This is an optimization exercise on Yosys and OpenROAD, whose aim is small area, a short achievable clock period and few clock cycles per item, not a production implementation.
At most, simulation tests tie the RTL to the original design; equivalence was not proved.
Power is estimated from default activity; no workload was simulated.

Setup of build 87:
## Mult
module Mult (MultStart, out_A, out_B, rst, clk, HI, LOW, EndMult);
export LEC_CHECK = 0
export CAP_MARGIN = 20
export CORE_MARGIN = 2
export CORE_UTILIZATION = 40
export CTS_BUF_LIST = sky130_fd_sc_hd__clkbuf_4 sky130_fd_sc_hd__clkbuf_8
export SETUP_SLACK_MARGIN = 1.7
export SLEW_MARGIN = 20
export SYNTH_HIERARCHICAL = 1
export SYNTH_MINIMUM_KEEP_SIZE = 0
export TNS_END_PERCENT = 20
create_clock -name core_clock -period 6.5 [get_ports {clk}]
standard.sh (not shown) runs the stock make flow with config.mk's settings and CLKGATE_MAP_FILE= SYNTH_SCRIPT=/design/flow/synth_recipe.tcl, a recipe that flattens the netlist after the stock synthesis.
==> flow/flow/run.sh <==
#!/bin/bash
# The standard layout (the standard.sh: ORFS synthesis to finish), except that
# the port buffers are sky130_fd_sc_hd__buf_2 rather than the delay-cell buffer
# that buffer_ports picks by default. The make output goes to standard.log; ORFS
# keeps each step's own log under orfs/logs/.
set -uo pipefail
bash standard.sh "BUFFER_PORTS_ARGS=-buffer_cell sky130_fd_sc_hd__buf_2" finish > standard.log 2>&1
Build 87 completed end to end with timing, DRC and antenna clean.
Testbench counts of build 87, summed over its fixed seeds: cycles 960, items 960.
[inputs] build 68 vs build 87
Settings: CORE_UTILIZATION changed from 40 to 60; SETUP_SLACK_MARGIN changed from 1.7 to 1.5; CTS_BUF_LIST removed (was sky130_fd_sc_hd__clkbuf_4 sky130_fd_sc_hd__clkbuf_8); TNS_END_PERCENT removed (was 20).
==> flow/flow/run.sh <==
#!/bin/bash
# The standard layout (the standard.sh: ORFS synthesis to finish), except that
# the port buffers are sky130_fd_sc_hd__buf_4 rather than the delay-cell buffer
# that buffer_ports picks by default. The make output goes to standard.log; ORFS
# keeps each step's own log under orfs/logs/.
set -uo pipefail
bash standard.sh "BUFFER_PORTS_ARGS=-buffer_cell sky130_fd_sc_hd__buf_4" finish > standard.log 2>&1
## What came out
Relative to build 87, number of antenna violations at the first check in global routing has decreased by 2 in build 68.
The first-pass GRT wire length in build 87 is 1.06 times that in build 68.
From build 87 to build 68 the numbers moved as follows: diode insertion count for antenna repair went down; overall power +about 1%; worst hold slack climbed 0.090 ns.
The post-route non-filler standard cell count of build 68 falls short of that of build 87 by 364.
Here is what was changed in the inputs of build 97 compared with build 68.
Settings: CORE_UTILIZATION: 60 -> 40.
==> flow/flow/run.sh <==
#!/bin/bash
# The standard layout (the standard.sh: ORFS synthesis to finish), except that
# the port buffers are sky130_fd_sc_hd__buf_2 rather than the delay-cell buffer
# that buffer_ports picks by default. The make output goes to standard.log; ORFS
# keeps each step's own log under orfs/logs/.
set -uo pipefail
bash standard.sh "BUFFER_PORTS_ARGS=-buffer_cell sky130_fd_sc_hd__buf_2" finish > standard.log 2>&1
==> summary.txt <==
Relative to build 68, non-clock buffer total of the final layout has increased by about 12% in build 97.
Relative to build 68, the floorplan die area measured on build 97 has increased by more than a quarter.
Build 97 against build 68: global routing usage summed across all routing layers saw a decrease, synthesized cell count comparable, share of the clock period used by the worst path after layout neither gained nor lost much, final hold slack went down 0.018 ns.
Changes in build 76 relative to build 97:
==> flow/flow/run.sh <==
#!/bin/bash
# The standard layout (the standard.sh: ORFS synthesis to finish), except that
# the port buffers are sky130_fd_sc_hd__buf_1 rather than the delay-cell buffer
# that buffer_ports picks by default. The make output goes to standard.log; ORFS
# keeps each step's own log under orfs/logs/.
set -uo pipefail
bash standard.sh "BUFFER_PORTS_ARGS=-buffer_cell sky130_fd_sc_hd__buf_1" finish > standard.log 2>&1
--- outcome ---
From build 97 to build 76 the numbers moved as follows: first-pass GRT wire length shows an increase of 1.9%, setup slack -0.0087 ns.
Core util | build 76 vs build 97 | build 76 higher

* * *

Mult again, from the RTL that the note above started with.
Settings: LEC_CHECK=0, CAP_MARGIN=20, CORE_MARGIN=2, CORE_UTILIZATION=40, SETUP_SLACK_MARGIN=1.5, SLEW_MARGIN=20, SYNTH_HIERARCHICAL=1, SYNTH_MINIMUM_KEEP_SIZE=0; clock period 6.5 ns.
==> flow/flow/run.sh <==
#!/bin/bash
# The standard layout (the standard.sh: ORFS synthesis to finish), except that
# the port buffers are sky130_fd_sc_hd__buf_4 rather than the delay-cell buffer
# that buffer_ports picks by default. The make output goes to standard.log; ORFS
# keeps each step's own log under orfs/logs/.
set -uo pipefail
bash standard.sh "BUFFER_PORTS_ARGS=-buffer_cell sky130_fd_sc_hd__buf_4" finish > standard.log 2>&1
Testbench counts at the start, summed over its fixed seeds: cycles 960, items 960.
Edit:
==> flow/flow/run.sh (replaced) <==
#!/bin/bash
# The standard layout (the standard.sh: ORFS synthesis to finish), except that
# the port buffers are sky130_fd_sc_hd__buf_2 rather than the delay-cell buffer
# that buffer_ports picks by default. The make output goes to standard.log; ORFS
# keeps each step's own log under orfs/logs/.
set -uo pipefail
bash standard.sh "BUFFER_PORTS_ARGS=-buffer_cell sky130_fd_sc_hd__buf_2" finish > standard.log 2>&1
- TNS_END_PERCENT: default -> 0
The changed run finished with timing, DRC and antenna clean; synthesized cell count stays the same; clock-buffer cell count does not change; routed wire length grows by 1.1%.

* * *

Mult, a different RTL version from the one above (not shown whole).
Size in the first run: about 2500 cells after synthesis, ~130 flip-flops, roughly 0.026 mm^2 of cells after synthesis.
make LEC_CHECK=0 CAP_MARGIN=20 CORE_MARGIN=2 CORE_UTILIZATION=40 SETUP_SLACK_MARGIN=1.6 SLEW_MARGIN=20 SYNTH_HIERARCHICAL=1 SYNTH_MINIMUM_KEEP_SIZE=0 finish   # period 6.5 ns
run.sh (not shown) runs the stock make flow with config.mk's settings and CLKGATE_MAP_FILE= SYNTH_SCRIPT=/design/flow/synth_recipe.tcl, a recipe that flattens the netlist after the stock synthesis.
Stock flow here: none of the scripts above is used.
Then changed:
SETUP_SLACK_MARGIN = 1.0   (was 1.6)
Sequential power shrinks by a few percent.
Sequential share of layout area increases by 0.83 points.
Design area decreases by roughly a tenth.
Routed wire length drops by roughly a tenth.
Count of clock-buffer cells in the layout is higher by 2.
Combinational power decreases by roughly a tenth.
Then changed:
==> flow/flow/run.sh (new file) <==
#!/bin/bash
# The standard layout (the standard.sh: ORFS synthesis to finish), except that
# the port buffers are sky130_fd_sc_hd__buf_4 rather than the delay-cell buffer
# that buffer_ports picks by default. The make output goes to standard.log; ORFS
# keeps each step's own log under orfs/logs/.
set -uo pipefail
bash standard.sh "BUFFER_PORTS_ARGS=-buffer_cell sky130_fd_sc_hd__buf_4" finish > standard.log 2>&1
==> flow/standard.sh (new file) <==
#!/bin/bash
# synth_recipe.tcl (not shown) runs the flow's synth.tcl, then flattens the netlist and writes it again
# the make line also repeats each setting of config.mk as NAME=value (left out here)
make -C /OpenROAD-flow-scripts/flow DESIGN_CONFIG=/design/flow/config.mk WORK_HOME=/design/flow/orfs CLKGATE_MAP_FILE= SYNTH_SCRIPT=/design/flow/synth_recipe.tcl "${@:-finish}"
removed: flow/run.sh
Result: Synthesized cell count stays the same; first-iteration DRC count came out higher by a few percent; count of clock-buffer cells in the layout drops by 2.
No run of this note included a check of the RTL's function; only the layout flow was run.

what the ideal ports hide:
How much do the figures lean on ideal ports? The routed layouts below were timed once more, with nothing changed but the port constraints. Step 1 sets driving cells, clkbuf_16 on the clock port and buf_2 on the other inputs (assumed; they add their load-dependent delay and slew). Step 2 adds t to the input delays and takes it off the output delays; t is the mean of the earliest and latest rising clock arrival at the registers after step 1. Input paths then give back, and output paths get back, about the clock's delay inside the block. Slacks: ideal / step 1 / step 2; pairs: ideal / step 1.
run	t (ns)	setup WS [ns]	worst slew at a driven data input, ns
build 87	0.620	1.679 / 1.619 / 1.145	0.08
build 68	0.529	1.550 / 1.545 / 1.024	0.07
build 97	0.548	1.559 / 1.597 / 1.049	0.08
build 76	0.550	1.550 / 1.573 / 1.023	0.07
the first run of note 2	0.554	1.589 / 1.606 / 1.074	0.06
the second run of note 2	0.546	1.527 / 1.538 / 0.992	0.08
the first run of note 3	0.513	1.485 / 1.472 / 0.959	0.09
the second run of note 3	0.508	1.036 / 1.063 / 0.554	0.20
the third run of note 3	0.517	1.116 / 1.105 / 0.588	0.09
After both steps setup and hold are still met in every run listed. The setup slack of the second run of note 2, which loses most, moves by +0.011 ns with the drivers and by -0.535 ns with both steps.
